This is an optimization exercise on Yosys and OpenROAD, whose aim is small area and a short achievable clock period, not a production implementation.
Function was not checked in any run shown here: the RTL went through the layout flow alone.
Power figures rest on the tool's default switching activity, not on a simulated workload.

## flow/design.v (module list and top-level ports; edited modules follow where they fit)
// module num_rpad: 10 lines
// module num_sneg: 8 lines
// module num_sabs: 8 lines
// module num_min: 9 lines
// module num_max: 9 lines
// module num_smin: 9 lines
// module num_smax: 9 lines
// module num_ssignbit: 8 lines
// module num_sadd: 17 lines
// module num_smul: 47 lines
// module smul_q31: 815 lines
// module sq_benc: 10 lines
// module sq_bpp: 10 lines
// module sq_fa: 10 lines
// module sq_ha: 9 lines
module smul_q31 (
    input  logic        clk,
    input  logic        reset,
    input  logic        go,
    input  logic [31:0] left,
    input  logic [31:0] right,
    output logic [31:0] out,
    output logic        done
);
  // ...
==> flow/flow/run.sh <==
#!/bin/bash
# The standard synthesis and layout, with two changes to how the layout
# is made:
#  - after synthesis, the Booth selector gates (a22oi) are set to their
#    smallest drive strength (the placement's repair steps resize them again
#    where timing needs it);
#  - the input and output ports are buffered with buf_2 cells rather than
#    the flow's default choice.
set -euo pipefail
bash standard.sh synth > synth.log 2>&1
R=orfs/results/sky130hd/smul_q31/base
cat > downsize.tcl <<TCL
read_db $R/1_synth.odb
set db [ord::get_db]
set m1 [\$db findMaster sky130_fd_sc_hd__a22oi_1]
set n 0
foreach inst [[ord::get_db_block] getInsts] {
  if {[[\$inst getMaster] getName] eq "sky130_fd_sc_hd__a22oi_2"} {
    \$inst swapMaster \$m1
    incr n
  }
}
puts "downsized \$n a22oi_2 to a22oi_1"
write_db $R/1_synth.odb
TCL
openroad -no_init -exit downsize.tcl > downsize.log 2>&1
export BUFFER_PORTS_ARGS="-buffer_cell sky130_fd_sc_hd__buf_2"
bash standard.sh > layout.log 2>&1
==> flow/standard.sh <==
#!/bin/bash
# synth_recipe.tcl (not shown) runs the flow's synth.tcl, then flattens the netlist and writes it again
# the make line also repeats each setting of config.mk as NAME=value (left out here)
make -C /OpenROAD-flow-scripts/flow DESIGN_CONFIG=/design/flow/config.mk WORK_HOME=/design/flow/orfs CLKGATE_MAP_FILE= SYNTH_SCRIPT=/design/flow/synth_recipe.tcl "${@:-finish}"
==> flow/config.mk <==
export PLATFORM = sky130hd
export DESIGN_NAME = smul_q31
export DESIGN_NICKNAME = smul_q31
export VERILOG_FILES = /design/flow/design.v
export SDC_FILE = /design/flow/constraint.sdc
export NUM_CORES = 4
export LEC_CHECK = 0
export CAP_MARGIN = 20
export CORE_MARGIN = 2
export CORE_UTILIZATION = 45
export SETUP_SLACK_MARGIN = 2.8
export SLEW_MARGIN = 20
export SYNTH_HIERARCHICAL = 1
export SYNTH_MINIMUM_KEEP_SIZE = 0
==> flow/constraint.sdc <==
create_clock -name core_clock -period 8.0 [get_ports {clk}]
set_input_delay 1.6000 -clock core_clock [delete_from_list [all_inputs] [get_ports {clk}]]
set_output_delay 1.6000 -clock core_clock [all_outputs]
set_load 0.01 [all_outputs]
==> impl_results.md, run 1 <==
- Post-cts resize count: 60
- P_sw: 4.87 mW
- Clock slew at reported path FFs: 70 ps
- Sequential power share: 12.7%
- CP Cell Sequence: buf_2 -> mux2_4 -> nand2b_1 -> o22ai_4 -> buf_4 -> a22oi_1 -> xnor2_2 -> fa_1 -> fa_1 -> fa_1 -> fa_1 -> fa_1
- Drt total wl: 56400 µm
- Setup crit start kind: input pin
- Placement Cell Area: 0.0176 mm²
- WP data required: 8220 ps
- Inserted Diodes: 0
- Clk pwr: about 0.44 mW
- Largest registers: sa (40), sb (40)
- LEAKAGE: about 7.3 nW
- Vias in the first global route: around 14000
- H-tree Lvls: 3
- Plain + repair buffers: just over 200
- Routed Antenna Nets: 0
- Max Freq: 194 MHz
- ClkCell Share: 1.62%
- DR iter-0 viols: around 1500
- Slowest-stage cell, CP: fa_1
- Core ar.: roughly 0.036 mm²
- P&R area growth vs syn: 16.2%
- Sw Ratio: between 50 and 60%
- Drt drc: 0
- Tapcells: between 400 and 500
- M1 WL: about 24000 µm
- Status: no timing/DRC/antenna violations
- Total grt overflow: 0
- Crit path buffers/inverters: 2
- Hold_buf cts: 0
- Pwr Total: 9.53 mW
- Most used routing layer in global routing: met2
- Initial antenna violation count: 0
- Post-CTS setup buffers: 48
- Min Tclk post-route: 5160 ps
- Num CTS Buffers: 9
- Worst r2r src: d1$_DFF_P_
- Max cap viols: 0
- Hold_ws: around 480 ps
- Die Ht: just under 200 µm
==> module smul_q31, before the edit <==
module smul_q31 (
    input  logic        clk,
    input  logic        reset,
    input  logic        go,
    input  logic [31:0] left,
    input  logic [31:0] right,
    output logic [31:0] out,
    output logic        done
);
  logic d0, d1;               
  logic zero;                 
  logic [39:0] sa, sb;        
  logic sl;                   
  wire xen = go & ~d1;        
  wire cyc2 = d0 & ~d1;       
  wire hold = ~go | d1;       
  wire kboth = cyc2 | hold;
  assign done = d1;
  wire [16:0] bs = cyc2 ? right[31:15] : {right[15:0], 1'b0};
  wire [31:0] x = left & {32{xen}};
  wire [8:0] qlo = {1'b0, sa[7:0]} + {1'b0, sb[7:0]} + {8'd0, sl};
  wire [47:0] ea, eb;
  assign ea[0] = (cyc2 & sa[8]);
  assign eb[0] = (cyc2 & sb[8]);
  assign ea[1] = (cyc2 & sa[9]);
  assign eb[1] = (cyc2 & sb[9]);
  assign ea[2] = (cyc2 & sa[10]);
  assign eb[2] = (cyc2 & sb[10]);
  assign ea[3] = (cyc2 & sa[11]);
  assign eb[3] = (cyc2 & sb[11]);
  assign ea[4] = (cyc2 & sa[12]);
  assign eb[4] = (cyc2 & sb[12]);
  assign ea[5] = (cyc2 & sa[13]);
  assign eb[5] = (cyc2 & sb[13]);
  assign ea[6] = (cyc2 & sa[14]);
  assign eb[6] = (cyc2 & sb[14]);
  assign ea[7] = (cyc2 & sa[15]);
  assign eb[7] = (cyc2 & sb[15]);
  assign ea[8] = (cyc2 & sa[16]) | (hold & sa[0]);
  assign eb[8] = (cyc2 & sb[16]) | (hold & sb[0]);
  assign ea[9] = (cyc2 & sa[17]) | (hold & sa[1]);
  assign eb[9] = (cyc2 & sb[17]) | (hold & sb[1]);
  assign ea[10] = (cyc2 & sa[18]) | (hold & sa[2]);
  assign eb[10] = (cyc2 & sb[18]) | (hold & sb[2]);
  assign ea[11] = (cyc2 & sa[19]) | (hold & sa[3]);
  assign eb[11] = (cyc2 & sb[19]) | (hold & sb[3]);
  assign ea[12] = (cyc2 & sa[20]) | (hold & sa[4]);
  assign eb[12] = (cyc2 & sb[20]) | (hold & sb[4]);
  assign ea[13] = (cyc2 & sa[21]) | (hold & sa[5]);
  assign eb[13] = (cyc2 & sb[21]) | (hold & sb[5]);
  assign ea[14] = (cyc2 & sa[22]) | (hold & sa[6]);
  assign eb[14] = (cyc2 & sb[22]) | (hold & sb[6]);
  assign ea[15] = (cyc2 & sa[23]) | (hold & sa[7]);
  assign eb[15] = (cyc2 & sb[23]) | (hold & sb[7]);
  assign ea[16] = (cyc2 & sa[24]) | (hold & sa[8]);
  assign eb[16] = (cyc2 & sb[24]) | (hold & sb[8]);
  assign ea[17] = (cyc2 & sa[25]) | (hold & sa[9]);
  assign eb[17] = (cyc2 & sb[25]) | (hold & sb[9]);
  assign ea[18] = (cyc2 & sa[26]) | (hold & sa[10]);
  assign eb[18] = (cyc2 & sb[26]) | (hold & sb[10]);
  assign ea[19] = (cyc2 & sa[27]) | (hold & sa[11]);
  assign eb[19] = (cyc2 & sb[27]) | (hold & sb[11]);
  assign ea[20] = (cyc2 & sa[28]) | (hold & sa[12]);
  assign eb[20] = (cyc2 & sb[28]) | (hold & sb[12]);
  assign ea[21] = (cyc2 & sa[29]) | (hold & sa[13]);
  assign eb[21] = (cyc2 & sb[29]) | (hold & sb[13]);
  assign ea[22] = (cyc2 & sa[30]) | (hold & sa[14]);
  assign eb[22] = (cyc2 & sb[30]) | (hold & sb[14]);
  assign ea[23] = (cyc2 & sa[31]) | (hold & sa[15]);
  assign eb[23] = (cyc2 & sb[31]) | (hold & sb[15]);
  assign ea[24] = (cyc2 & sa[32]) | (hold & sa[16]);
  assign eb[24] = (cyc2 & sb[32]) | (hold & sb[16]);
  assign ea[25] = (cyc2 & sa[33]) | (hold & sa[17]);
  assign eb[25] = (cyc2 & sb[33]) | (hold & sb[17]);
  assign ea[26] = (cyc2 & sa[34]) | (hold & sa[18]);
  assign eb[26] = (cyc2 & sb[34]) | (hold & sb[18]);
  assign ea[27] = (cyc2 & sa[35]) | (hold & sa[19]);
  assign eb[27] = (cyc2 & sb[35]) | (hold & sb[19]);
  assign ea[28] = (cyc2 & sa[36]) | (hold & sa[20]);
  assign eb[28] = (cyc2 & sb[36]) | (hold & sb[20]);
  assign ea[29] = (cyc2 & sa[37]) | (hold & sa[21]);
  assign eb[29] = (cyc2 & sb[37]) | (hold & sb[21]);
  assign ea[30] = (cyc2 & sa[38]) | (hold & sa[22]);
  assign eb[30] = (cyc2 & sb[38]) | (hold & sb[22]);
  assign ea[31] = (cyc2 & sa[39]) | (hold & sa[23]);
  assign eb[31] = (cyc2 & sb[39]) | (hold & sb[23]);
  assign ea[32] = (hold & sa[24]);
  assign eb[32] = (hold & sb[24]);
  assign ea[33] = (hold & sa[25]);
  assign eb[33] = (hold & sb[25]);
  assign ea[34] = (hold & sa[26]);
  assign eb[34] = (hold & sb[26]);
  assign ea[35] = (hold & sa[27]);
  assign eb[35] = (hold & sb[27]);
  assign ea[36] = (hold & sa[28]);
  assign eb[36] = (hold & sb[28]);
  assign ea[37] = (hold & sa[29]);
  assign eb[37] = (hold & sb[29]);
  assign ea[38] = (hold & sa[30]);
  assign eb[38] = (hold & sb[30]);
  assign ea[39] = (hold & sa[31]);
  assign eb[39] = (hold & sb[31]);
  assign ea[40] = (hold & sa[32]);
  assign eb[40] = (hold & sb[32]);
  assign ea[41] = (hold & sa[33]);
  assign eb[41] = (hold & sb[33]);
  assign ea[42] = (hold & sa[34]);
  assign eb[42] = (hold & sb[34]);
  assign ea[43] = (hold & sa[35]);
  assign eb[43] = (hold & sb[35]);
  assign ea[44] = (hold & sa[36]);
  assign eb[44] = (hold & sb[36]);
  assign ea[45] = (hold & sa[37]);
  assign eb[45] = (hold & sb[37]);
  assign ea[46] = (hold & sa[38]);
  assign eb[46] = (hold & sb[38]);
  assign ea[47] = (hold & sa[39]);
  assign eb[47] = (hold & sb[39]);
  wire ec = cyc2 & qlo[8];
  wire eh = hold & sl;
  wire [1:0] neg0, one0, two0;
  sq_benc e0[1:0] (.b(bs[2:0]), .neg(neg0), .one(one0), .two(two0));
  wire [1:0] neg1, one1, two1;
  sq_benc e1[1:0] (.b(bs[4:2]), .neg(neg1), .one(one1), .two(two1));
  wire [1:0] neg2, one2, two2;
  sq_benc e2[1:0] (.b(bs[6:4]), .neg(neg2), .one(one2), .two(two2));
  wire [1:0] neg3, one3, two3;
  sq_benc e3[1:0] (.b(bs[8:6]), .neg(neg3), .one(one3), .two(two3));
  wire [1:0] neg4, one4, two4;
  sq_benc e4[1:0] (.b(bs[10:8]), .neg(neg4), .one(one4), .two(two4));
  wire [1:0] neg5, one5, two5;
  sq_benc e5[1:0] (.b(bs[12:10]), .neg(neg5), .one(one5), .two(two5));
  wire [1:0] neg6, one6, two6;
  sq_benc e6[1:0] (.b(bs[14:12]), .neg(neg6), .one(one6), .two(two6));
  wire [1:0] neg7, one7, two7;
  sq_benc e7[1:0] (.b(bs[16:14]), .neg(neg7), .one(one7), .two(two7));
  wire [32:0] pp0, q0;
  sq_bpp b0[32:0] (.x0({x[31], x}), .x1({x, 1'b0}), .neg({{17{neg0[1]}}, {16{neg0[0]}}}), .one({{17{one0[1]}}, {16{one0[0]}}}), .two({{17{two0[1]}}, {16{two0[0]}}}), .p(q0));
  assign pp0 = {~q0[32], q0[31:0]};
  wire [32:0] pp1, q1;
  sq_bpp b1[32:0] (.x0({x[31], x}), .x1({x, 1'b0}), .neg({{17{neg1[1]}}, {16{neg1[0]}}}), .one({{17{one1[1]}}, {16{one1[0]}}}), .two({{17{two1[1]}}, {16{two1[0]}}}), .p(q1));
  assign pp1 = {~q1[32], q1[31:0]};
  wire [32:0] pp2, q2;
  sq_bpp b2[32:0] (.x0({x[31], x}), .x1({x, 1'b0}), .neg({{17{neg2[1]}}, {16{neg2[0]}}}), .one({{17{one2[1]}}, {16{one2[0]}}}), .two({{17{two2[1]}}, {16{two2[0]}}}), .p(q2));
  assign pp2 = {~q2[32], q2[31:0]};
  wire [32:0] pp3, q3;
  sq_bpp b3[32:0] (.x0({x[31], x}), .x1({x, 1'b0}), .neg({{17{neg3[1]}}, {16{neg3[0]}}}), .one({{17{one3[1]}}, {16{one3[0]}}}), .two({{17{two3[1]}}, {16{two3[0]}}}), .p(q3));
  assign pp3 = {~q3[32], q3[31:0]};
  wire [32:0] pp4, q4;
  sq_bpp b4[32:0] (.x0({x[31], x}), .x1({x, 1'b0}), .neg({{17{neg4[1]}}, {16{neg4[0]}}}), .one({{17{one4[1]}}, {16{one4[0]}}}), .two({{17{two4[1]}}, {16{two4[0]}}}), .p(q4));
  assign pp4 = {~q4[32], q4[31:0]};
  wire [32:0] pp5, q5;
  sq_bpp b5[32:0] (.x0({x[31], x}), .x1({x, 1'b0}), .neg({{17{neg5[1]}}, {16{neg5[0]}}}), .one({{17{one5[1]}}, {16{one5[0]}}}), .two({{17{two5[1]}}, {16{two5[0]}}}), .p(q5));
  assign pp5 = {~q5[32], q5[31:0]};
  wire [32:0] pp6, q6;
  sq_bpp b6[32:0] (.x0({x[31], x}), .x1({x, 1'b0}), .neg({{17{neg6[1]}}, {16{neg6[0]}}}), .one({{17{one6[1]}}, {16{one6[0]}}}), .two({{17{two6[1]}}, {16{two6[0]}}}), .p(q6));
  assign pp6 = {~q6[32], q6[31:0]};
  wire [32:0] pp7, q7;
  sq_bpp b7[32:0] (.x0({x[31], x}), .x1({x, 1'b0}), .neg({{17{neg7[1]}}, {16{neg7[0]}}}), .one({{17{one7[1]}}, {16{one7[0]}}}), .two({{17{two7[1]}}, {16{two7[0]}}}), .p(q7));
  assign pp7 = {~q7[32], q7[31:0]};
  wire s1, c2;
  sq_ha h2 (.a(ea[12]), .b(eb[12]), .s(s1), .co(c2));
  wire s3, c4;
  sq_ha h4 (.a(ea[13]), .b(eb[13]), .s(s3), .co(c4));
  wire s5, c6;
  sq_fa f6 (.a(ea[14]), .b(eb[14]), .c(neg7[0]), .s(s5), .co(c6));
  wire s7, c8;
  sq_ha h8 (.a(pp0[14]), .b(pp1[12]), .s(s7), .co(c8));
  wire s9, c10;
  sq_fa f10 (.a(ea[15]), .b(eb[15]), .c(pp0[15]), .s(s9), .co(c10));
  wire s11, c12;
  sq_ha h12 (.a(pp1[13]), .b(pp2[11]), .s(s11), .co(c12));
  wire s13, c14;
  sq_fa f14 (.a(cyc2), .b(ea[16]), .c(eb[16]), .s(s13), .co(c14));
  wire s15, c16;
  sq_fa f16 (.a(pp0[16]), .b(pp1[14]), .c(pp2[12]), .s(s15), .co(c16));
  wire s17, c18;
  sq_fa f18 (.a(cyc2), .b(ea[17]), .c(eb[17]), .s(s17), .co(c18));
  wire s19, c20;
  sq_fa f20 (.a(pp0[17]), .b(pp1[15]), .c(pp2[13]), .s(s19), .co(c20));
  wire s21, c22;
  sq_fa f22 (.a(ea[18]), .b(eb[18]), .c(pp0[18]), .s(s21), .co(c22));
  wire s23, c24;
  sq_ha h24 (.a(pp1[16]), .b(pp2[14]), .s(s23), .co(c24));
  wire s25, c26;
  sq_fa f26 (.a(cyc2), .b(ea[19]), .c(eb[19]), .s(s25), .co(c26));
  wire s27, c28;
  sq_fa f28 (.a(pp0[19]), .b(pp1[17]), .c(pp2[15]), .s(s27), .co(c28));
  wire s29, c30;
  sq_fa f30 (.a(ea[20]), .b(eb[20]), .c(pp0[20]), .s(s29), .co(c30));
  wire s31, c32;
  sq_ha h32 (.a(pp1[18]), .b(pp2[16]), .s(s31), .co(c32));
  wire s33, c34;
  sq_fa f34 (.a(cyc2), .b(ea[21]), .c(eb[21]), .s(s33), .co(c34));
  wire s35, c36;
  sq_fa f36 (.a(pp0[21]), .b(pp1[19]), .c(pp2[17]), .s(s35), .co(c36));
  wire s37, c38;
  sq_fa f38 (.a(ea[22]), .b(eb[22]), .c(pp0[22]), .s(s37), .co(c38));
  wire s39, c40;
  sq_ha h40 (.a(pp1[20]), .b(pp2[18]), .s(s39), .co(c40));
  wire s41, c42;
  sq_fa f42 (.a(cyc2), .b(ea[23]), .c(eb[23]), .s(s41), .co(c42));
  wire s43, c44;
  sq_fa f44 (.a(pp0[23]), .b(pp1[21]), .c(pp2[19]), .s(s43), .co(c44));
  wire s45, c46;
  sq_fa f46 (.a(ea[24]), .b(eb[24]), .c(pp0[24]), .s(s45), .co(c46));
  wire s47, c48;
  sq_ha h48 (.a(pp1[22]), .b(pp2[20]), .s(s47), .co(c48));
  wire s49, c50;
  sq_fa f50 (.a(cyc2), .b(ea[25]), .c(eb[25]), .s(s49), .co(c50));
  wire s51, c52;
  sq_fa f52 (.a(pp0[25]), .b(pp1[23]), .c(pp2[21]), .s(s51), .co(c52));
  wire s53, c54;
  sq_fa f54 (.a(ea[26]), .b(eb[26]), .c(pp0[26]), .s(s53), .co(c54));
  wire s55, c56;
  sq_ha h56 (.a(pp1[24]), .b(pp2[22]), .s(s55), .co(c56));
  wire s57, c58;
  sq_fa f58 (.a(cyc2), .b(ea[27]), .c(eb[27]), .s(s57), .co(c58));
  wire s59, c60;
  sq_fa f60 (.a(pp0[27]), .b(pp1[25]), .c(pp2[23]), .s(s59), .co(c60));
  wire s61, c62;
  sq_fa f62 (.a(ea[28]), .b(eb[28]), .c(pp0[28]), .s(s61), .co(c62));
  wire s63, c64;
  sq_ha h64 (.a(pp1[26]), .b(pp2[24]), .s(s63), .co(c64));
  wire s65, c66;
  sq_fa f66 (.a(cyc2), .b(ea[29]), .c(eb[29]), .s(s65), .co(c66));
  wire s67, c68;
  sq_fa f68 (.a(pp0[29]), .b(pp1[27]), .c(pp2[25]), .s(s67), .co(c68));
  wire s69, c70;
  sq_fa f70 (.a(ea[30]), .b(eb[30]), .c(pp0[30]), .s(s69), .co(c70));
  wire s71, c72;
  sq_ha h72 (.a(pp1[28]), .b(pp2[26]), .s(s71), .co(c72));
  wire s73, c74;
  sq_fa f74 (.a(cyc2), .b(ea[31]), .c(eb[31]), .s(s73), .co(c74));
  wire s75, c76;
  sq_fa f76 (.a(pp0[31]), .b(pp1[29]), .c(pp2[27]), .s(s75), .co(c76));
  wire s77, c78;
  sq_fa f78 (.a(hold), .b(ea[32]), .c(eb[32]), .s(s77), .co(c78));
  wire s79, c80;
  sq_fa f80 (.a(pp0[32]), .b(pp1[30]), .c(pp2[28]), .s(s79), .co(c80));
  wire s81, c82;
  sq_fa f82 (.a(kboth), .b(ea[33]), .c(eb[33]), .s(s81), .co(c82));
  wire s83, c84;
  sq_ha h84 (.a(pp1[31]), .b(pp2[29]), .s(s83), .co(c84));
  wire s85, c86;
  sq_fa f86 (.a(ea[34]), .b(eb[34]), .c(pp1[32]), .s(s85), .co(c86));
  wire s87, c88;
  sq_ha h88 (.a(kboth), .b(ea[35]), .s(s87), .co(c88));
  wire s89, c90;
  sq_ha h90 (.a(ea[6]), .b(eb[6]), .s(s89), .co(c90));
  wire s91, c92;
  sq_ha h92 (.a(ea[7]), .b(eb[7]), .s(s91), .co(c92));
  wire s93, c94;
  sq_fa f94 (.a(ea[8]), .b(eb[8]), .c(eh), .s(s93), .co(c94));
  wire s95, c96;
  sq_fa f96 (.a(neg4[0]), .b(pp0[8]), .c(pp1[6]), .s(s95), .co(c96));
  wire s97, c98;
  sq_fa f98 (.a(ea[9]), .b(eb[9]), .c(pp0[9]), .s(s97), .co(c98));
  wire s99, c100;
  sq_ha h100 (.a(pp1[7]), .b(pp2[5]), .s(s99), .co(c100));
  wire s101, c102;
  sq_fa f102 (.a(ea[10]), .b(eb[10]), .c(neg5[0]), .s(s101), .co(c102));
  wire s103, c104;
  sq_fa f104 (.a(pp0[10]), .b(pp1[8]), .c(pp2[6]), .s(s103), .co(c104));
  wire s105, c106;
  sq_ha h106 (.a(pp3[4]), .b(pp4[2]), .s(s105), .co(c106));
  wire s107, c108;
  sq_fa f108 (.a(ea[11]), .b(eb[11]), .c(pp0[11]), .s(s107), .co(c108));
  wire s109, c110;
  sq_fa f110 (.a(pp1[9]), .b(pp2[7]), .c(pp3[5]), .s(s109), .co(c110));
  wire s111, c112;
  sq_ha h112 (.a(pp4[3]), .b(pp5[1]), .s(s111), .co(c112));
  wire s113, c114;
  sq_fa f114 (.a(s1), .b(neg6[0]), .c(pp0[12]), .s(s113), .co(c114));
  wire s115, c116;
  sq_fa f116 (.a(pp1[10]), .b(pp2[8]), .c(pp3[6]), .s(s115), .co(c116));
  wire s117, c118;
  sq_fa f118 (.a(pp4[4]), .b(pp5[2]), .c(pp6[0]), .s(s117), .co(c118));
  wire s119, c120;
  sq_fa f120 (.a(c2), .b(s3), .c(pp0[13]), .s(s119), .co(c120));
  wire s121, c122;
  sq_fa f122 (.a(pp1[11]), .b(pp2[9]), .c(pp3[7]), .s(s121), .co(c122));
  wire s123, c124;
  sq_fa f124 (.a(pp4[5]), .b(pp5[3]), .c(pp6[1]), .s(s123), .co(c124));
  wire s125, c126;
  sq_fa f126 (.a(c4), .b(pp2[10]), .c(pp3[8]), .s(s125), .co(c126));
  wire s127, c128;
  sq_fa f128 (.a(pp4[6]), .b(pp5[4]), .c(pp6[2]), .s(s127), .co(c128));
  wire s129, c130;
  sq_fa f130 (.a(pp7[0]), .b(s5), .c(s7), .s(s129), .co(c130));
  wire s131, c132;
  sq_fa f132 (.a(pp3[9]), .b(pp4[7]), .c(pp5[5]), .s(s131), .co(c132));
  wire s133, c134;
  sq_fa f134 (.a(pp6[3]), .b(pp7[1]), .c(c6), .s(s133), .co(c134));
  wire s135, c136;
  sq_fa f136 (.a(c8), .b(s11), .c(s9), .s(s135), .co(c136));
  wire s137, c138;
  sq_fa f138 (.a(s13), .b(pp3[10]), .c(pp4[8]), .s(s137), .co(c138));
  wire s139, c140;
  sq_fa f140 (.a(pp5[6]), .b(pp6[4]), .c(pp7[2]), .s(s139), .co(c140));
  wire s141, c142;
  sq_fa f142 (.a(c12), .b(c10), .c(s15), .s(s141), .co(c142));
  wire s143, c144;
  sq_fa f144 (.a(c14), .b(s17), .c(pp3[11]), .s(s143), .co(c144));
  wire s145, c146;
  sq_fa f146 (.a(pp4[9]), .b(pp5[7]), .c(pp6[5]), .s(s145), .co(c146));
  wire s147, c148;
  sq_fa f148 (.a(pp7[3]), .b(c16), .c(s19), .s(s147), .co(c148));
  wire s149, c150;
  sq_fa f150 (.a(c18), .b(pp3[12]), .c(pp4[10]), .s(s149), .co(c150));
  wire s151, c152;
  sq_fa f152 (.a(pp5[8]), .b(pp6[6]), .c(pp7[4]), .s(s151), .co(c152));
  wire s153, c154;
  sq_fa f154 (.a(s23), .b(c20), .c(s21), .s(s153), .co(c154));
  wire s155, c156;
  sq_fa f156 (.a(s25), .b(pp3[13]), .c(pp4[11]), .s(s155), .co(c156));
  wire s157, c158;
  sq_fa f158 (.a(pp5[9]), .b(pp6[7]), .c(pp7[5]), .s(s157), .co(c158));
  wire s159, c160;
  sq_fa f160 (.a(c24), .b(c22), .c(s27), .s(s159), .co(c160));
  wire s161, c162;
  sq_fa f162 (.a(c26), .b(pp3[14]), .c(pp4[12]), .s(s161), .co(c162));
  wire s163, c164;
  sq_fa f164 (.a(pp5[10]), .b(pp6[8]), .c(pp7[6]), .s(s163), .co(c164));
  wire s165, c166;
  sq_fa f166 (.a(s31), .b(c28), .c(s29), .s(s165), .co(c166));
  wire s167, c168;
  sq_fa f168 (.a(s33), .b(pp3[15]), .c(pp4[13]), .s(s167), .co(c168));
  wire s169, c170;
  sq_fa f170 (.a(pp5[11]), .b(pp6[9]), .c(pp7[7]), .s(s169), .co(c170));
  wire s171, c172;
  sq_fa f172 (.a(c32), .b(c30), .c(s35), .s(s171), .co(c172));
  wire s173, c174;
  sq_fa f174 (.a(c34), .b(pp3[16]), .c(pp4[14]), .s(s173), .co(c174));
  wire s175, c176;
  sq_fa f176 (.a(pp5[12]), .b(pp6[10]), .c(pp7[8]), .s(s175), .co(c176));
  wire s177, c178;
  sq_fa f178 (.a(s39), .b(c36), .c(s37), .s(s177), .co(c178));
  wire s179, c180;
  sq_fa f180 (.a(s41), .b(pp3[17]), .c(pp4[15]), .s(s179), .co(c180));
  wire s181, c182;
  sq_fa f182 (.a(pp5[13]), .b(pp6[11]), .c(pp7[9]), .s(s181), .co(c182));
  wire s183, c184;
  sq_fa f184 (.a(c40), .b(c38), .c(s43), .s(s183), .co(c184));
  wire s185, c186;
  sq_fa f186 (.a(c42), .b(pp3[18]), .c(pp4[16]), .s(s185), .co(c186));
  wire s187, c188;
  sq_fa f188 (.a(pp5[14]), .b(pp6[12]), .c(pp7[10]), .s(s187), .co(c188));
  wire s189, c190;
  sq_fa f190 (.a(s47), .b(c44), .c(s45), .s(s189), .co(c190));
  wire s191, c192;
  sq_fa f192 (.a(s49), .b(pp3[19]), .c(pp4[17]), .s(s191), .co(c192));
  wire s193, c194;
  sq_fa f194 (.a(pp5[15]), .b(pp6[13]), .c(pp7[11]), .s(s193), .co(c194));
  wire s195, c196;
  sq_fa f196 (.a(c48), .b(c46), .c(s51), .s(s195), .co(c196));
  wire s197, c198;
  sq_fa f198 (.a(c50), .b(pp3[20]), .c(pp4[18]), .s(s197), .co(c198));
  wire s199, c200;
  sq_fa f200 (.a(pp5[16]), .b(pp6[14]), .c(pp7[12]), .s(s199), .co(c200));
  wire s201, c202;
  sq_fa f202 (.a(s55), .b(c52), .c(s53), .s(s201), .co(c202));
  wire s203, c204;
  sq_fa f204 (.a(s57), .b(pp3[21]), .c(pp4[19]), .s(s203), .co(c204));
  wire s205, c206;
  sq_fa f206 (.a(pp5[17]), .b(pp6[15]), .c(pp7[13]), .s(s205), .co(c206));
  wire s207, c208;
  sq_fa f208 (.a(c56), .b(c54), .c(s59), .s(s207), .co(c208));
  wire s209, c210;
  sq_fa f210 (.a(c58), .b(pp3[22]), .c(pp4[20]), .s(s209), .co(c210));
  wire s211, c212;
  sq_fa f212 (.a(pp5[18]), .b(pp6[16]), .c(pp7[14]), .s(s211), .co(c212));
  wire s213, c214;
  sq_fa f214 (.a(s63), .b(c60), .c(s61), .s(s213), .co(c214));
  wire s215, c216;
  sq_fa f216 (.a(s65), .b(pp3[23]), .c(pp4[21]), .s(s215), .co(c216));
  wire s217, c218;
  sq_fa f218 (.a(pp5[19]), .b(pp6[17]), .c(pp7[15]), .s(s217), .co(c218));
  wire s219, c220;
  sq_fa f220 (.a(c64), .b(c62), .c(s67), .s(s219), .co(c220));
  wire s221, c222;
  sq_fa f222 (.a(c66), .b(pp3[24]), .c(pp4[22]), .s(s221), .co(c222));
  wire s223, c224;
  sq_fa f224 (.a(pp5[20]), .b(pp6[18]), .c(pp7[16]), .s(s223), .co(c224));
  wire s225, c226;
  sq_fa f226 (.a(s71), .b(c68), .c(s69), .s(s225), .co(c226));
  wire s227, c228;
  sq_fa f228 (.a(s73), .b(pp3[25]), .c(pp4[23]), .s(s227), .co(c228));
  wire s229, c230;
  sq_fa f230 (.a(pp5[21]), .b(pp6[19]), .c(pp7[17]), .s(s229), .co(c230));
  wire s231, c232;
  sq_fa f232 (.a(c72), .b(c70), .c(s75), .s(s231), .co(c232));
  wire s233, c234;
  sq_fa f234 (.a(c74), .b(s77), .c(pp3[26]), .s(s233), .co(c234));
  wire s235, c236;
  sq_fa f236 (.a(pp4[24]), .b(pp5[22]), .c(pp6[20]), .s(s235), .co(c236));
  wire s237, c238;
  sq_fa f238 (.a(pp7[18]), .b(c76), .c(s79), .s(s237), .co(c238));
  wire s239, c240;
  sq_fa f240 (.a(c78), .b(s81), .c(pp3[27]), .s(s239), .co(c240));
  wire s241, c242;
  sq_fa f242 (.a(pp4[25]), .b(pp5[23]), .c(pp6[21]), .s(s241), .co(c242));
  wire s243, c244;
  sq_fa f244 (.a(pp7[19]), .b(s83), .c(c80), .s(s243), .co(c244));
  wire s245, c246;
  sq_fa f246 (.a(c82), .b(pp2[30]), .c(pp3[28]), .s(s245), .co(c246));
  wire s247, c248;
  sq_fa f248 (.a(pp4[26]), .b(pp5[24]), .c(pp6[22]), .s(s247), .co(c248));
  wire s249, c250;
  sq_fa f250 (.a(pp7[20]), .b(c84), .c(s85), .s(s249), .co(c250));
  wire s251, c252;
  sq_fa f252 (.a(eb[35]), .b(s87), .c(pp2[31]), .s(s251), .co(c252));
  wire s253, c254;
  sq_fa f254 (.a(pp3[29]), .b(pp4[27]), .c(pp5[25]), .s(s253), .co(c254));
  wire s255, c256;
  sq_fa f256 (.a(pp6[23]), .b(pp7[21]), .c(c86), .s(s255), .co(c256));
  wire s257, c258;
  sq_fa f258 (.a(ea[36]), .b(eb[36]), .c(c88), .s(s257), .co(c258));
  wire s259, c260;
  sq_fa f260 (.a(pp2[32]), .b(pp3[30]), .c(pp4[28]), .s(s259), .co(c260));
  wire s261, c262;
  sq_fa f262 (.a(pp5[26]), .b(pp6[24]), .c(pp7[22]), .s(s261), .co(c262));
  wire s263, c264;
  sq_fa f264 (.a(kboth), .b(ea[37]), .c(eb[37]), .s(s263), .co(c264));
  wire s265, c266;
  sq_fa f266 (.a(pp3[31]), .b(pp4[29]), .c(pp5[27]), .s(s265), .co(c266));
  wire s267, c268;
  sq_ha h268 (.a(pp6[25]), .b(pp7[23]), .s(s267), .co(c268));
  wire s269, c270;
  sq_fa f270 (.a(ea[38]), .b(eb[38]), .c(pp3[32]), .s(s269), .co(c270));
  wire s271, c272;
  sq_fa f272 (.a(pp4[30]), .b(pp5[28]), .c(pp6[26]), .s(s271), .co(c272));
  wire s273, c274;
  sq_fa f274 (.a(kboth), .b(ea[39]), .c(eb[39]), .s(s273), .co(c274));
  wire s275, c276;
  sq_ha h276 (.a(pp4[31]), .b(pp5[29]), .s(s275), .co(c276));
  wire s277, c278;
  sq_fa f278 (.a(ea[40]), .b(eb[40]), .c(pp4[32]), .s(s277), .co(c278));
  wire s279, c280;
  sq_ha h280 (.a(kboth), .b(ea[41]), .s(s279), .co(c280));
  wire s281, c282;
  sq_ha h282 (.a(ea[0]), .b(eb[0]), .s(s281), .co(c282));
  wire s283, c284;
  sq_ha h284 (.a(ea[2]), .b(eb[2]), .s(s283), .co(c284));
  wire s285, c286;
  sq_ha h286 (.a(ea[3]), .b(eb[3]), .s(s285), .co(c286));
  wire s287, c288;
  sq_fa f288 (.a(ea[4]), .b(eb[4]), .c(neg2[0]), .s(s287), .co(c288));
  wire s289, c290;
  sq_ha h290 (.a(pp0[4]), .b(pp1[2]), .s(s289), .co(c290));
  wire s291, c292;
  sq_fa f292 (.a(ea[5]), .b(eb[5]), .c(pp0[5]), .s(s291), .co(c292));
  wire s293, c294;
  sq_ha h294 (.a(pp1[3]), .b(pp2[1]), .s(s293), .co(c294));
  wire s295, c296;
  sq_fa f296 (.a(s89), .b(neg3[0]), .c(pp0[6]), .s(s295), .co(c296));
  wire s297, c298;
  sq_fa f298 (.a(pp1[4]), .b(pp2[2]), .c(pp3[0]), .s(s297), .co(c298));
  wire s299, c300;
  sq_fa f300 (.a(c90), .b(s91), .c(pp0[7]), .s(s299), .co(c300));
  wire s301, c302;
  sq_fa f302 (.a(pp1[5]), .b(pp2[3]), .c(pp3[1]), .s(s301), .co(c302));
  wire s303, c304;
  sq_fa f304 (.a(c92), .b(s93), .c(pp2[4]), .s(s303), .co(c304));
  wire s305, c306;
  sq_fa f306 (.a(pp3[2]), .b(pp4[0]), .c(s95), .s(s305), .co(c306));
  wire s307, c308;
  sq_fa f308 (.a(c94), .b(pp3[3]), .c(pp4[1]), .s(s307), .co(c308));
  wire s309, c310;
  sq_fa f310 (.a(s99), .b(c96), .c(s97), .s(s309), .co(c310));
  wire s311, c312;
  sq_fa f312 (.a(pp5[0]), .b(s101), .c(c100), .s(s311), .co(c312));
  wire s313, c314;
  sq_fa f314 (.a(s105), .b(c98), .c(s103), .s(s313), .co(c314));
  wire s315, c316;
  sq_fa f316 (.a(c102), .b(c106), .c(s111), .s(s315), .co(c316));
  wire s317, c318;
  sq_fa f318 (.a(c104), .b(s107), .c(s109), .s(s317), .co(c318));
  wire s319, c320;
  sq_fa f320 (.a(c112), .b(c108), .c(c110), .s(s319), .co(c320));
  wire s321, c322;
  sq_fa f322 (.a(s113), .b(s115), .c(s117), .s(s321), .co(c322));
  wire s323, c324;
  sq_fa f324 (.a(c114), .b(c116), .c(c118), .s(s323), .co(c324));
  wire s325, c326;
  sq_fa f326 (.a(s119), .b(s121), .c(s123), .s(s325), .co(c326));
  wire s327, c328;
  sq_fa f328 (.a(c120), .b(c122), .c(c124), .s(s327), .co(c328));
  wire s329, c330;
  sq_fa f330 (.a(s125), .b(s127), .c(s129), .s(s329), .co(c330));
  wire s331, c332;
  sq_fa f332 (.a(c126), .b(c128), .c(s131), .s(s331), .co(c332));
  wire s333, c334;
  sq_fa f334 (.a(s133), .b(c130), .c(s135), .s(s333), .co(c334));
  wire s335, c336;
  sq_fa f336 (.a(c132), .b(s137), .c(s139), .s(s335), .co(c336));
  wire s337, c338;
  sq_fa f338 (.a(c134), .b(c136), .c(s141), .s(s337), .co(c338));
  wire s339, c340;
  sq_fa f340 (.a(c138), .b(c140), .c(s143), .s(s339), .co(c340));
  wire s341, c342;
  sq_fa f342 (.a(s145), .b(c142), .c(s147), .s(s341), .co(c342));
  wire s343, c344;
  sq_fa f344 (.a(c144), .b(c146), .c(s149), .s(s343), .co(c344));
  wire s345, c346;
  sq_fa f346 (.a(s151), .b(c148), .c(s153), .s(s345), .co(c346));
  wire s347, c348;
  sq_fa f348 (.a(c150), .b(c152), .c(s155), .s(s347), .co(c348));
  wire s349, c350;
  sq_fa f350 (.a(s157), .b(c154), .c(s159), .s(s349), .co(c350));
  wire s351, c352;
  sq_fa f352 (.a(c156), .b(c158), .c(s161), .s(s351), .co(c352));
  wire s353, c354;
  sq_fa f354 (.a(s163), .b(c160), .c(s165), .s(s353), .co(c354));
  wire s355, c356;
  sq_fa f356 (.a(c162), .b(c164), .c(s167), .s(s355), .co(c356));
  wire s357, c358;
  sq_fa f358 (.a(s169), .b(c166), .c(s171), .s(s357), .co(c358));
  wire s359, c360;
  sq_fa f360 (.a(c168), .b(c170), .c(s173), .s(s359), .co(c360));
  wire s361, c362;
  sq_fa f362 (.a(s175), .b(c172), .c(s177), .s(s361), .co(c362));
  wire s363, c364;
  sq_fa f364 (.a(c174), .b(c176), .c(s179), .s(s363), .co(c364));
  wire s365, c366;
  sq_fa f366 (.a(s181), .b(c178), .c(s183), .s(s365), .co(c366));
  wire s367, c368;
  sq_fa f368 (.a(c180), .b(c182), .c(s185), .s(s367), .co(c368));
  wire s369, c370;
  sq_fa f370 (.a(s187), .b(c184), .c(s189), .s(s369), .co(c370));
  wire s371, c372;
  sq_fa f372 (.a(c186), .b(c188), .c(s191), .s(s371), .co(c372));
  wire s373, c374;
  sq_fa f374 (.a(s193), .b(c190), .c(s195), .s(s373), .co(c374));
  wire s375, c376;
  sq_fa f376 (.a(c192), .b(c194), .c(s197), .s(s375), .co(c376));
  wire s377, c378;
  sq_fa f378 (.a(s199), .b(c196), .c(s201), .s(s377), .co(c378));
  wire s379, c380;
  sq_fa f380 (.a(c198), .b(c200), .c(s203), .s(s379), .co(c380));
  wire s381, c382;
  sq_fa f382 (.a(s205), .b(c202), .c(s207), .s(s381), .co(c382));
  wire s383, c384;
  sq_fa f384 (.a(c204), .b(c206), .c(s209), .s(s383), .co(c384));
  wire s385, c386;
  sq_fa f386 (.a(s211), .b(c208), .c(s213), .s(s385), .co(c386));
  wire s387, c388;
  sq_fa f388 (.a(c210), .b(c212), .c(s215), .s(s387), .co(c388));
  wire s389, c390;
  sq_fa f390 (.a(s217), .b(c214), .c(s219), .s(s389), .co(c390));
  wire s391, c392;
  sq_fa f392 (.a(c216), .b(c218), .c(s221), .s(s391), .co(c392));
  wire s393, c394;
  sq_fa f394 (.a(s223), .b(c220), .c(s225), .s(s393), .co(c394));
  wire s395, c396;
  sq_fa f396 (.a(c222), .b(c224), .c(s227), .s(s395), .co(c396));
  wire s397, c398;
  sq_fa f398 (.a(s229), .b(c226), .c(s231), .s(s397), .co(c398));
  wire s399, c400;
  sq_fa f400 (.a(c228), .b(c230), .c(s233), .s(s399), .co(c400));
  wire s401, c402;
  sq_fa f402 (.a(s235), .b(c232), .c(s237), .s(s401), .co(c402));
  wire s403, c404;
  sq_fa f404 (.a(c234), .b(c236), .c(s239), .s(s403), .co(c404));
  wire s405, c406;
  sq_fa f406 (.a(s241), .b(c238), .c(s243), .s(s405), .co(c406));
  wire s407, c408;
  sq_fa f408 (.a(c240), .b(c242), .c(s245), .s(s407), .co(c408));
  wire s409, c410;
  sq_fa f410 (.a(s247), .b(c244), .c(s249), .s(s409), .co(c410));
  wire s411, c412;
  sq_fa f412 (.a(c246), .b(c248), .c(s251), .s(s411), .co(c412));
  wire s413, c414;
  sq_fa f414 (.a(s253), .b(c250), .c(s255), .s(s413), .co(c414));
  wire s415, c416;
  sq_fa f416 (.a(s257), .b(c252), .c(c254), .s(s415), .co(c416));
  wire s417, c418;
  sq_fa f418 (.a(s259), .b(s261), .c(c256), .s(s417), .co(c418));
  wire s419, c420;
  sq_fa f420 (.a(s263), .b(c258), .c(s267), .s(s419), .co(c420));
  wire s421, c422;
  sq_fa f422 (.a(c260), .b(c262), .c(s265), .s(s421), .co(c422));
  wire s423, c424;
  sq_fa f424 (.a(c264), .b(pp7[24]), .c(c268), .s(s423), .co(c424));
  wire s425, c426;
  sq_fa f426 (.a(c266), .b(s269), .c(s271), .s(s425), .co(c426));
  wire s427, c428;
  sq_fa f428 (.a(s273), .b(pp6[27]), .c(pp7[25]), .s(s427), .co(c428));
  wire s429, c430;
  sq_fa f430 (.a(s275), .b(c270), .c(c272), .s(s429), .co(c430));
  wire s431, c432;
  sq_fa f432 (.a(c274), .b(pp5[30]), .c(pp6[28]), .s(s431), .co(c432));
  wire s433, c434;
  sq_fa f434 (.a(pp7[26]), .b(c276), .c(s277), .s(s433), .co(c434));
  wire s435, c436;
  sq_fa f436 (.a(eb[41]), .b(s279), .c(pp5[31]), .s(s435), .co(c436));
  wire s437, c438;
  sq_fa f438 (.a(pp6[29]), .b(pp7[27]), .c(c278), .s(s437), .co(c438));
  wire s439, c440;
  sq_fa f440 (.a(ea[42]), .b(eb[42]), .c(c280), .s(s439), .co(c440));
  wire s441, c442;
  sq_fa f442 (.a(pp5[32]), .b(pp6[30]), .c(pp7[28]), .s(s441), .co(c442));
  wire s443, c444;
  sq_fa f444 (.a(kboth), .b(ea[43]), .c(eb[43]), .s(s443), .co(c444));
  wire s445, c446;
  sq_ha h446 (.a(pp6[31]), .b(pp7[29]), .s(s445), .co(c446));
  wire s447, c448;
  sq_fa f448 (.a(ea[44]), .b(eb[44]), .c(pp6[32]), .s(s447), .co(c448));
  wire s449, c450;
  sq_ha h450 (.a(kboth), .b(ea[45]), .s(s449), .co(c450));
  wire s451, c452;
  sq_ha h452 (.a(ec), .b(s281), .s(s451), .co(c452));
  wire s453, c454;
  sq_fa f454 (.a(ea[1]), .b(eb[1]), .c(c282), .s(s453), .co(c454));
  wire s455, c456;
  sq_fa f456 (.a(s283), .b(neg1[0]), .c(pp0[2]), .s(s455), .co(c456));
  wire s457, c458;
  sq_fa f458 (.a(c284), .b(s285), .c(pp0[3]), .s(s457), .co(c458));
  wire s459, c460;
  sq_fa f460 (.a(c286), .b(pp2[0]), .c(s287), .s(s459), .co(c460));
  wire s461, c462;
  sq_fa f462 (.a(c288), .b(c290), .c(s293), .s(s461), .co(c462));
  wire s463, c464;
  sq_fa f464 (.a(c294), .b(c292), .c(s295), .s(s463), .co(c464));
  wire s465, c466;
  sq_fa f466 (.a(c296), .b(c298), .c(s299), .s(s465), .co(c466));
  wire s467, c468;
  sq_fa f468 (.a(c300), .b(c302), .c(s303), .s(s467), .co(c468));
  wire s469, c470;
  sq_fa f470 (.a(c304), .b(s307), .c(c306), .s(s469), .co(c470));
  wire s471, c472;
  sq_fa f472 (.a(c308), .b(s311), .c(c310), .s(s471), .co(c472));
  wire s473, c474;
  sq_fa f474 (.a(c312), .b(s315), .c(c314), .s(s473), .co(c474));
  wire s475, c476;
  sq_fa f476 (.a(c316), .b(c318), .c(s319), .s(s475), .co(c476));
  wire s477, c478;
  sq_fa f478 (.a(c320), .b(c322), .c(s323), .s(s477), .co(c478));
  wire s479, c480;
  sq_fa f480 (.a(c324), .b(c326), .c(s327), .s(s479), .co(c480));
  wire s481, c482;
  sq_fa f482 (.a(c328), .b(s331), .c(c330), .s(s481), .co(c482));
  wire s483, c484;
  sq_fa f484 (.a(c332), .b(s335), .c(c334), .s(s483), .co(c484));
  wire s485, c486;
  sq_fa f486 (.a(c336), .b(s339), .c(c338), .s(s485), .co(c486));
  wire s487, c488;
  sq_fa f488 (.a(c340), .b(s343), .c(c342), .s(s487), .co(c488));
  wire s489, c490;
  sq_fa f490 (.a(c344), .b(s347), .c(c346), .s(s489), .co(c490));
  wire s491, c492;
  sq_fa f492 (.a(c348), .b(s351), .c(c350), .s(s491), .co(c492));
  wire s493, c494;
  sq_fa f494 (.a(c352), .b(s355), .c(c354), .s(s493), .co(c494));
  wire s495, c496;
  sq_fa f496 (.a(c356), .b(s359), .c(c358), .s(s495), .co(c496));
  wire s497, c498;
  sq_fa f498 (.a(c360), .b(s363), .c(c362), .s(s497), .co(c498));
  wire s499, c500;
  sq_fa f500 (.a(c364), .b(s367), .c(c366), .s(s499), .co(c500));
  wire s501, c502;
  sq_fa f502 (.a(c368), .b(s371), .c(c370), .s(s501), .co(c502));
  wire s503, c504;
  sq_fa f504 (.a(c372), .b(s375), .c(c374), .s(s503), .co(c504));
  wire s505, c506;
  sq_fa f506 (.a(c376), .b(s379), .c(c378), .s(s505), .co(c506));
  wire s507, c508;
  sq_fa f508 (.a(c380), .b(s383), .c(c382), .s(s507), .co(c508));
  wire s509, c510;
  sq_fa f510 (.a(c384), .b(s387), .c(c386), .s(s509), .co(c510));
  wire s511, c512;
  sq_fa f512 (.a(c388), .b(s391), .c(c390), .s(s511), .co(c512));
  wire s513, c514;
  sq_fa f514 (.a(c392), .b(s395), .c(c394), .s(s513), .co(c514));
  wire s515, c516;
  sq_fa f516 (.a(c396), .b(s399), .c(c398), .s(s515), .co(c516));
  wire s517, c518;
  sq_fa f518 (.a(c400), .b(s403), .c(c402), .s(s517), .co(c518));
  wire s519, c520;
  sq_fa f520 (.a(c404), .b(s407), .c(c406), .s(s519), .co(c520));
  wire s521, c522;
  sq_fa f522 (.a(c408), .b(s411), .c(c410), .s(s521), .co(c522));
  wire s523, c524;
  sq_fa f524 (.a(c412), .b(s415), .c(c414), .s(s523), .co(c524));
  wire s525, c526;
  sq_fa f526 (.a(s419), .b(c416), .c(s421), .s(s525), .co(c526));
  wire s527, c528;
  sq_fa f528 (.a(c420), .b(s423), .c(c422), .s(s527), .co(c528));
  wire s529, c530;
  sq_fa f530 (.a(s427), .b(c424), .c(c426), .s(s529), .co(c530));
  wire s531, c532;
  sq_fa f532 (.a(c428), .b(s431), .c(c430), .s(s531), .co(c532));
  wire s533, c534;
  sq_fa f534 (.a(c432), .b(s435), .c(c434), .s(s533), .co(c534));
  wire s535, c536;
  sq_fa f536 (.a(s439), .b(c436), .c(s441), .s(s535), .co(c536));
  wire s537, c538;
  sq_fa f538 (.a(s443), .b(c440), .c(s445), .s(s537), .co(c538));
  wire s539, c540;
  sq_fa f540 (.a(c444), .b(pp7[30]), .c(c446), .s(s539), .co(c540));
  wire s541, c542;
  sq_fa f542 (.a(eb[45]), .b(s449), .c(pp7[31]), .s(s541), .co(c542));
  wire s543, c544;
  sq_fa f544 (.a(ea[46]), .b(eb[46]), .c(c450), .s(s543), .co(c544));
  wire s545, c546;
  sq_ha h546 (.a(neg0[0]), .b(s451), .s(s545), .co(c546));
  wire s547, c548;
  sq_fa f548 (.a(c452), .b(s453), .c(pp0[1]), .s(s547), .co(c548));
  wire s549, c550;
  sq_fa f550 (.a(c454), .b(pp1[0]), .c(s455), .s(s549), .co(c550));
  wire s551, c552;
  sq_fa f552 (.a(pp1[1]), .b(c456), .c(s457), .s(s551), .co(c552));
  wire s553, c554;
  sq_fa f554 (.a(s289), .b(c458), .c(s459), .s(s553), .co(c554));
  wire s555, c556;
  sq_fa f556 (.a(s291), .b(c460), .c(s461), .s(s555), .co(c556));
  wire s557, c558;
  sq_fa f558 (.a(s297), .b(c462), .c(s463), .s(s557), .co(c558));
  wire s559, c560;
  sq_fa f560 (.a(s301), .b(c464), .c(s465), .s(s559), .co(c560));
  wire s561, c562;
  sq_fa f562 (.a(c466), .b(s305), .c(s467), .s(s561), .co(c562));
  wire s563, c564;
  sq_fa f564 (.a(c468), .b(s309), .c(s469), .s(s563), .co(c564));
  wire s565, c566;
  sq_fa f566 (.a(s313), .b(c470), .c(s471), .s(s565), .co(c566));
  wire s567, c568;
  sq_fa f568 (.a(s317), .b(c472), .c(s473), .s(s567), .co(c568));
  wire s569, c570;
  sq_fa f570 (.a(s321), .b(c474), .c(s475), .s(s569), .co(c570));
  wire s571, c572;
  sq_fa f572 (.a(s325), .b(c476), .c(s477), .s(s571), .co(c572));
  wire s573, c574;
  sq_fa f574 (.a(s329), .b(c478), .c(s479), .s(s573), .co(c574));
  wire s575, c576;
  sq_fa f576 (.a(c480), .b(s333), .c(s481), .s(s575), .co(c576));
  wire s577, c578;
  sq_fa f578 (.a(s337), .b(c482), .c(s483), .s(s577), .co(c578));
  wire s579, c580;
  sq_fa f580 (.a(s341), .b(c484), .c(s485), .s(s579), .co(c580));
  wire s581, c582;
  sq_fa f582 (.a(s345), .b(c486), .c(s487), .s(s581), .co(c582));
  wire s583, c584;
  sq_fa f584 (.a(s349), .b(c488), .c(s489), .s(s583), .co(c584));
  wire s585, c586;
  sq_fa f586 (.a(s353), .b(c490), .c(s491), .s(s585), .co(c586));
  wire s587, c588;
  sq_fa f588 (.a(s357), .b(c492), .c(s493), .s(s587), .co(c588));
  wire s589, c590;
  sq_fa f590 (.a(s361), .b(c494), .c(s495), .s(s589), .co(c590));
  wire s591, c592;
  sq_fa f592 (.a(s365), .b(c496), .c(s497), .s(s591), .co(c592));
  wire s593, c594;
  sq_fa f594 (.a(s369), .b(c498), .c(s499), .s(s593), .co(c594));
  wire s595, c596;
  sq_fa f596 (.a(s373), .b(c500), .c(s501), .s(s595), .co(c596));
  wire s597, c598;
  sq_fa f598 (.a(s377), .b(c502), .c(s503), .s(s597), .co(c598));
  wire s599, c600;
  sq_fa f600 (.a(s381), .b(c504), .c(s505), .s(s599), .co(c600));
  wire s601, c602;
  sq_fa f602 (.a(s385), .b(c506), .c(s507), .s(s601), .co(c602));
  wire s603, c604;
  sq_fa f604 (.a(s389), .b(c508), .c(s509), .s(s603), .co(c604));
  wire s605, c606;
  sq_fa f606 (.a(s393), .b(c510), .c(s511), .s(s605), .co(c606));
  wire s607, c608;
  sq_fa f608 (.a(s397), .b(c512), .c(s513), .s(s607), .co(c608));
  wire s609, c610;
  sq_fa f610 (.a(s401), .b(c514), .c(s515), .s(s609), .co(c610));
  wire s611, c612;
  sq_fa f612 (.a(s405), .b(c516), .c(s517), .s(s611), .co(c612));
  wire s613, c614;
  sq_fa f614 (.a(s409), .b(s519), .c(c518), .s(s613), .co(c614));
  wire s615, c616;
  sq_fa f616 (.a(s413), .b(c520), .c(s521), .s(s615), .co(c616));
  wire s617, c618;
  sq_fa f618 (.a(s417), .b(s523), .c(c522), .s(s617), .co(c618));
  wire s619, c620;
  sq_fa f620 (.a(c418), .b(s525), .c(c524), .s(s619), .co(c620));
  wire s621, c622;
  sq_fa f622 (.a(s425), .b(c526), .c(s527), .s(s621), .co(c622));
  wire s623, c624;
  sq_fa f624 (.a(s429), .b(c528), .c(s529), .s(s623), .co(c624));
  wire s625, c626;
  sq_fa f626 (.a(s433), .b(c530), .c(s531), .s(s625), .co(c626));
  wire s627, c628;
  sq_fa f628 (.a(s437), .b(c532), .c(s533), .s(s627), .co(c628));
  wire s629, c630;
  sq_fa f630 (.a(c438), .b(s535), .c(c534), .s(s629), .co(c630));
  wire s631, c632;
  sq_fa f632 (.a(c442), .b(s537), .c(c536), .s(s631), .co(c632));
  wire s633, c634;
  sq_fa f634 (.a(s447), .b(c538), .c(s539), .s(s633), .co(c634));
  wire s635, c636;
  sq_fa f636 (.a(c448), .b(s541), .c(c540), .s(s635), .co(c636));
  wire s637, c638;
  sq_fa f638 (.a(s543), .b(pp7[32]), .c(c542), .s(s637), .co(c638));
  wire s639, c640;
  sq_fa f640 (.a(ea[47]), .b(eb[47]), .c(c544), .s(s639), .co(c640));
  wire [47:0] v1 = {s639, s637, c634, s633, s631, s629, c626, s625, c622, s621, c618, c616, c614, c612, c610, c608, c606, c604, c602, c600, c598, c596, c594, c592, c590, c588, c586, c584, c582, c580, c578, c576, c574, c572, c570, c568, c566, c564, c562, c560, c558, c556, c554, c552, c550, c548, c546, pp0[0]};
  wire [47:0] v2 = {c638, c636, s635, c632, c630, c628, s627, c624, s623, c620, s619, s617, s615, s613, s611, s609, s607, s605, s603, s601, s599, s597, s595, s593, s591, s589, s587, s585, s583, s581, s579, s577, s575, s573, s571, s569, s567, s565, s563, s561, s559, s557, s555, s553, s551, s549, s547, s545};
  wire [8:0] vlo = {1'b0, v1[7:0]} + {1'b0, v2[7:0]};
  always_ff @(posedge clk) begin
    d0 <= go;
    d1 <= go & d0;
    sa <= v1[47:8];
    sb <= v2[47:8];
    sl <= vlo[8];
    if (reset) zero <= 1'b1;
    else if (cyc2) zero <= 1'b0;
  end
  wire [38:0] res = sa[38:0] + sb[38:0] + {38'd0, sl};
  assign out = zero ? 32'd0 : res[38:7];
endmodule
==> run 2, diff against run 1 <==
--- a/flow/design.v
+++ b/flow/design.v
@@ -253,45 +253,45 @@
   assign eb[47] = (hold & sb[39]);
   wire ec = cyc2 & qlo[8];
   wire eh = hold & sl;
-  wire [1:0] neg0, one0, two0;
-  sq_benc e0[1:0] (.b(bs[2:0]), .neg(neg0), .one(one0), .two(two0));
-  wire [1:0] neg1, one1, two1;
-  sq_benc e1[1:0] (.b(bs[4:2]), .neg(neg1), .one(one1), .two(two1));
-  wire [1:0] neg2, one2, two2;
-  sq_benc e2[1:0] (.b(bs[6:4]), .neg(neg2), .one(one2), .two(two2));
-  wire [1:0] neg3, one3, two3;
-  sq_benc e3[1:0] (.b(bs[8:6]), .neg(neg3), .one(one3), .two(two3));
-  wire [1:0] neg4, one4, two4;
-  sq_benc e4[1:0] (.b(bs[10:8]), .neg(neg4), .one(one4), .two(two4));
-  wire [1:0] neg5, one5, two5;
-  sq_benc e5[1:0] (.b(bs[12:10]), .neg(neg5), .one(one5), .two(two5));
-  wire [1:0] neg6, one6, two6;
-  sq_benc e6[1:0] (.b(bs[14:12]), .neg(neg6), .one(one6), .two(two6));
-  wire [1:0] neg7, one7, two7;
-  sq_benc e7[1:0] (.b(bs[16:14]), .neg(neg7), .one(one7), .two(two7));
+  wire [0:0] neg0, one0, two0;
+  sq_benc e0 (.b(bs[2:0]), .neg(neg0), .one(one0), .two(two0));
+  wire [0:0] neg1, one1, two1;
+  sq_benc e1 (.b(bs[4:2]), .neg(neg1), .one(one1), .two(two1));
+  wire [0:0] neg2, one2, two2;
+  sq_benc e2 (.b(bs[6:4]), .neg(neg2), .one(one2), .two(two2));
+  wire [0:0] neg3, one3, two3;
+  sq_benc e3 (.b(bs[8:6]), .neg(neg3), .one(one3), .two(two3));
+  wire [0:0] neg4, one4, two4;
+  sq_benc e4 (.b(bs[10:8]), .neg(neg4), .one(one4), .two(two4));
+  wire [0:0] neg5, one5, two5;
+  sq_benc e5 (.b(bs[12:10]), .neg(neg5), .one(one5), .two(two5));
+  wire [0:0] neg6, one6, two6;
+  sq_benc e6 (.b(bs[14:12]), .neg(neg6), .one(one6), .two(two6));
+  wire [0:0] neg7, one7, two7;
+  sq_benc e7 (.b(bs[16:14]), .neg(neg7), .one(one7), .two(two7));
   wire [32:0] pp0, q0;
-  sq_bpp b0[32:0] (.x0({x[31], x}), .x1({x, 1'b0}), .neg({{17{neg0[1]}}, {16{neg0[0]}}}), .one({{17{one0[1]}}, {16{one0[0]}}}), .two({{17{two0[1]}}, {16{two0[0]}}}), .p(q0));
+  sq_bpp b0[32:0] (.x0({x[31], x}), .x1({x, 1'b0}), .neg({{17{neg0[0]}}, {16{neg0[0]}}}), .one({{17{one0[0]}}, {16{one0[0]}}}), .two({{17{two0[0]}}, {16{two0[0]}}}), .p(q0));
   assign pp0 = {~q0[32], q0[31:0]};
   wire [32:0] pp1, q1;
-  sq_bpp b1[32:0] (.x0({x[31], x}), .x1({x, 1'b0}), .neg({{17{neg1[1]}}, {16{neg1[0]}}}), .one({{17{one1[1]}}, {16{one1[0]}}}), .two({{17{two1[1]}}, {16{two1[0]}}}), .p(q1));
+  sq_bpp b1[32:0] (.x0({x[31], x}), .x1({x, 1'b0}), .neg({{17{neg1[0]}}, {16{neg1[0]}}}), .one({{17{one1[0]}}, {16{one1[0]}}}), .two({{17{two1[0]}}, {16{two1[0]}}}), .p(q1));
   assign pp1 = {~q1[32], q1[31:0]};
   wire [32:0] pp2, q2;
-  sq_bpp b2[32:0] (.x0({x[31], x}), .x1({x, 1'b0}), .neg({{17{neg2[1]}}, {16{neg2[0]}}}), .one({{17{one2[1]}}, {16{one2[0]}}}), .two({{17{two2[1]}}, {16{two2[0]}}}), .p(q2));
+  sq_bpp b2[32:0] (.x0({x[31], x}), .x1({x, 1'b0}), .neg({{17{neg2[0]}}, {16{neg2[0]}}}), .one({{17{one2[0]}}, {16{one2[0]}}}), .two({{17{two2[0]}}, {16{two2[0]}}}), .p(q2));
   assign pp2 = {~q2[32], q2[31:0]};
   wire [32:0] pp3, q3;
-  sq_bpp b3[32:0] (.x0({x[31], x}), .x1({x, 1'b0}), .neg({{17{neg3[1]}}, {16{neg3[0]}}}), .one({{17{one3[1]}}, {16{one3[0]}}}), .two({{17{two3[1]}}, {16{two3[0]}}}), .p(q3));
+  sq_bpp b3[32:0] (.x0({x[31], x}), .x1({x, 1'b0}), .neg({{17{neg3[0]}}, {16{neg3[0]}}}), .one({{17{one3[0]}}, {16{one3[0]}}}), .two({{17{two3[0]}}, {16{two3[0]}}}), .p(q3));
   assign pp3 = {~q3[32], q3[31:0]};
   wire [32:0] pp4, q4;
-  sq_bpp b4[32:0] (.x0({x[31], x}), .x1({x, 1'b0}), .neg({{17{neg4[1]}}, {16{neg4[0]}}}), .one({{17{one4[1]}}, {16{one4[0]}}}), .two({{17{two4[1]}}, {16{two4[0]}}}), .p(q4));
+  sq_bpp b4[32:0] (.x0({x[31], x}), .x1({x, 1'b0}), .neg({{17{neg4[0]}}, {16{neg4[0]}}}), .one({{17{one4[0]}}, {16{one4[0]}}}), .two({{17{two4[0]}}, {16{two4[0]}}}), .p(q4));
   assign pp4 = {~q4[32], q4[31:0]};
   wire [32:0] pp5, q5;
-  sq_bpp b5[32:0] (.x0({x[31], x}), .x1({x, 1'b0}), .neg({{17{neg5[1]}}, {16{neg5[0]}}}), .one({{17{one5[1]}}, {16{one5[0]}}}), .two({{17{two5[1]}}, {16{two5[0]}}}), .p(q5));
+  sq_bpp b5[32:0] (.x0({x[31], x}), .x1({x, 1'b0}), .neg({{17{neg5[0]}}, {16{neg5[0]}}}), .one({{17{one5[0]}}, {16{one5[0]}}}), .two({{17{two5[0]}}, {16{two5[0]}}}), .p(q5));
   assign pp5 = {~q5[32], q5[31:0]};
   wire [32:0] pp6, q6;
-  sq_bpp b6[32:0] (.x0({x[31], x}), .x1({x, 1'b0}), .neg({{17{neg6[1]}}, {16{neg6[0]}}}), .one({{17{one6[1]}}, {16{one6[0]}}}), .two({{17{two6[1]}}, {16{two6[0]}}}), .p(q6));
+  sq_bpp b6[32:0] (.x0({x[31], x}), .x1({x, 1'b0}), .neg({{17{neg6[0]}}, {16{neg6[0]}}}), .one({{17{one6[0]}}, {16{one6[0]}}}), .two({{17{two6[0]}}, {16{two6[0]}}}), .p(q6));
   assign pp6 = {~q6[32], q6[31:0]};
   wire [32:0] pp7, q7;
-  sq_bpp b7[32:0] (.x0({x[31], x}), .x1({x, 1'b0}), .neg({{17{neg7[1]}}, {16{neg7[0]}}}), .one({{17{one7[1]}}, {16{one7[0]}}}), .two({{17{two7[1]}}, {16{two7[0]}}}), .p(q7));
+  sq_bpp b7[32:0] (.x0({x[31], x}), .x1({x, 1'b0}), .neg({{17{neg7[0]}}, {16{neg7[0]}}}), .one({{17{one7[0]}}, {16{one7[0]}}}), .two({{17{two7[0]}}, {16{two7[0]}}}), .p(q7));
   assign pp7 = {~q7[32], q7[31:0]};
   wire s1, c2;
   sq_ha h2 (.a(ea[12]), .b(eb[12]), .s(s1), .co(c2));
--- a/flow/config.mk
+++ b/flow/config.mk
@@ -8,7 +8,7 @@
 export CAP_MARGIN = 20
 export CORE_MARGIN = 2
 export CORE_UTILIZATION = 45
-export SETUP_SLACK_MARGIN = 2.8
+export SETUP_SLACK_MARGIN = 2.5
 export SLEW_MARGIN = 20
 export SYNTH_HIERARCHICAL = 1
 export SYNTH_MINIMUM_KEEP_SIZE = 0
==> impl_results.md, run 2 <==
- Vias per cell: 6.39 (was 6.25)
- Clock Sinks: 84 (unchanged)
- Layout Cells excl Fill: 2105 (was 2194)
- Max Slew Vio Count: 0 (unchanged)
- DR iter-0 viols: 1362 (was 1475)
- Die Area: 0.0376 mm² (was 0.0383 mm²)
- Place WS: 1380 ps (was 1600 ps)
- Pre-antenna DRT Iters: 6 (unchanged)
- Final Hold Viols: 0 (unchanged)
- Ports: 100 (unchanged)
- PwrDens: 509 mW/mm² (was 496 mW/mm²)
- Setup crit start kind: input pin (unchanged)
- Max Root-Sink Buffers: 2 (unchanged)
- Clock slew at reported path FFs: 70 ps (about the same)
- Drt total wl: 56700 µm (was 56400 µm)
- Setup WS post-layout: 2630 ps (was 2840 ps)
- Drt drc: 0 (unchanged)
- Largest registers: sa (40), sb (40) (unchanged)
- Syn_area_per_cell: 10.7 µm² (was 10.6 µm²)
- Crit Path Category: input pin to flip-flop (unchanged)
- Inserted Diodes: 0 (unchanged)
- Total grt overflow: 0 (unchanged)
- Core ar.: 0.0356 mm² (was 0.0363 mm²)
- Layout Utilization: 51.3% (was 52.8%)
- Hpwl dp: 40900 µm (was 41900 µm)
- Hold/Removal Path Class: flip-flop to flip-flop (unchanged)
- IO buf count: 99 (unchanged)
- Placed Cells: 2075 (was 2095)
- Die Ht: 194 µm (was 196 µm)
- Max cap viols: 0 (unchanged)
- First-pass GRT wire length: 85900 µm (was 87000 µm)
- DR WL/cell: 26.9 µm (was 25.7 µm)
- Most frequent cells in the layout: fa_1 (290), xnor2_1 (276), a22oi_1 (264) (was fa_1 (288), xnor2_1 (274), a22oi_1 (264))
- GRT Resource Usage Total: 30.0% (was 29.9%)
- Max Freq: 186 MHz (was 194 MHz)
- Vias: 13500 (was 13700)
- Critical-path maximum fanout: 37 (was 7)
- Initial antenna violation count: 1 (was 0)
- Clk latency of the worst-skew pair: 360 ps (was 350 ps)
- Initial core utilization: 45.6% (was 45.5%)
- Commonest non-fill, non-tap cell in the layout: fa_1 (unchanged)
- Pwr Total: 9.30 mW (was 9.53 mW)
- Final setup viols: 0 (unchanged)
- Slew @ Worst Pin: 1090 ps (was 834 ps)
- Fin Clk Skew: 9.76 ps (was 12.9 ps)
- Num CTS Buffers: 9 (unchanged)
- RD Place Congestion: 0.927 (was 0.925)
- Critical path arrival: 5570 ps (was 5380 ps)
- CTS Root Cell: clkbuf_16 (unchanged)
- Hold_buf cts: 0 (unchanged)
- Share of layout cells above drive strength 1: 14.2% (was 17.8%)
- CTS tree: yes (unchanged)
- Element type at the critical path end: flip-flop (unchanged)
- Final net count: 2071 (was 2154)
- Num rows: 69 (was 70)
- Worst VDD drop: 0.204 mV (was 0.251 mV)
- RSZ-0062 raised after global routing: false (was true)
- Gate Count Post-Synth: 1513 (was 1553)
- P&R area growth vs syn: 12.6% (was 16.2%)
- Status: no timing/DRC/antenna violations (unchanged)
- Setup TNS: 0 ps (unchanged)
- Vias in the first global route: 14000 (about the same)
- Slew headroom: 27.6% (was 44.4%)
- WP data required: 8210 ps (was 8220 ps)
- Chip width: 194 µm (was 196 µm)
- Min Tclk post-route: 5370 ps (was 5160 ps)
- Netlist Area Pre-Place: 0.0162 mm² (was 0.0165 mm²)
- Synthesis Warnings: 7 (unchanged)
- Routed Antenna Nets: 0 (unchanged)
- # fillers: 3312 (was 3233)
- H-tree Lvls: 3 (unchanged)
- Tcrit/Tclk final: 67.1% (was 64.6%)
- LEAKAGE: 6.83 nW (was 7.29 nW)
- Largest net degree at the start of global routing: 76 (unchanged)
[run 2: metal layers]
metal	part of all wire [%]	up-vias	wire (µm)	track usage, %
li1	-	5725	-	-
met1	42	6844	23500	42.9
met2	45	777	25700	45.7
met3	10	115	5710	6.40
met4	3.1	0	1790	9.54
met5	0	-	0	0
[run 2: through the flow]
step | instance area (µm²) | hold slack [ps]
6_report | 18300 | 504
5_1_grt | 18300 | 546
4_1_cts | 18100 | 516
3_5_place_dp | 17600 | 510
3_3_place_gp | 17500 | 490
2_1_floorplan | 16300 | 440
[run 2: power by group]
group | internal [mW] | switching, mW | leakage (nW)
sequential | 0.838 | 0.389 | 0.708
clock | 0.254 | 0.198 | 0.149
combinational | 3.46 | 4.16 | 5.97
total | 4.55 | 4.74 | 6.83
[run 2: area by class of cell]
| type | count | area, µm² | area share (%) |
|---|---|---|---|
| repair buffers | 149 | 1070 | 5.86 |
| well taps | 461 | 577 | 3.16 |
| inverters | 14 | 55.1 | 0.301 |
| multi-input cells | 1381 | 14600 | 79.8 |
| clock buffers | 10 | 239 | 1.31 |
| clock inverters | 6 | 72.6 | 0.397 |
| flip-flops and latches | 84 | 1680 | 9.21 |
[run 2: path summary, 6_finish.rpt]
kind         startpoint             end  slack [ps]  cells past startpoint
max           right[25]  sa[17]$_DFF_P_        2630                     12
min          d0$_DFF_P_      d1$_DFF_P_         500                      1
max reg2reg  d1$_DFF_P_  sb[19]$_DFF_P_        2850                     11
min reg2reg  d0$_DFF_P_      d1$_DFF_P_         500                      1
[run 2: critical path, cell delays in order]
cell and delay (ps):
buf_2 80, mux2_2 200, buf_6 490, nand2b_1 180
o22ai_4 170, buf_4 460, a22oi_1 160, xnor2_1 160
fa_1 600, fa_1 470, fa_1 470, fa_1 490
[run 2: timing repair]
action,CTS,global route
setup buffers,3,6
cloned,2,2
resized for setup,25,7
endpoints found under the setup margin,71,51
endpoints found under the hold margin,0,0
pin swaps,2,3

re-timing with driven ports:
How much do the figures lean on ideal ports? The routed layouts below were timed once more, with nothing changed but the port constraints. Step 1: set_driving_cell puts a clkbuf_16 on clk and a buf_2 on each other input, an assumption about the parent block. Step 2, shift: input delay + t, output delay - t, t = (earliest + latest rising clock arrival at the registers) / 2. This alone moves slack from input paths to output paths. Three values: ideal ports, drivers, drivers and shift; two values: the first two.
run	t, ns	slack for setup (ns)
run 1	0.387	2.836 / 2.859 / 2.472
run 2	0.400	2.635 / 2.643 / 2.243
After both steps setup and hold are still met in every run listed.
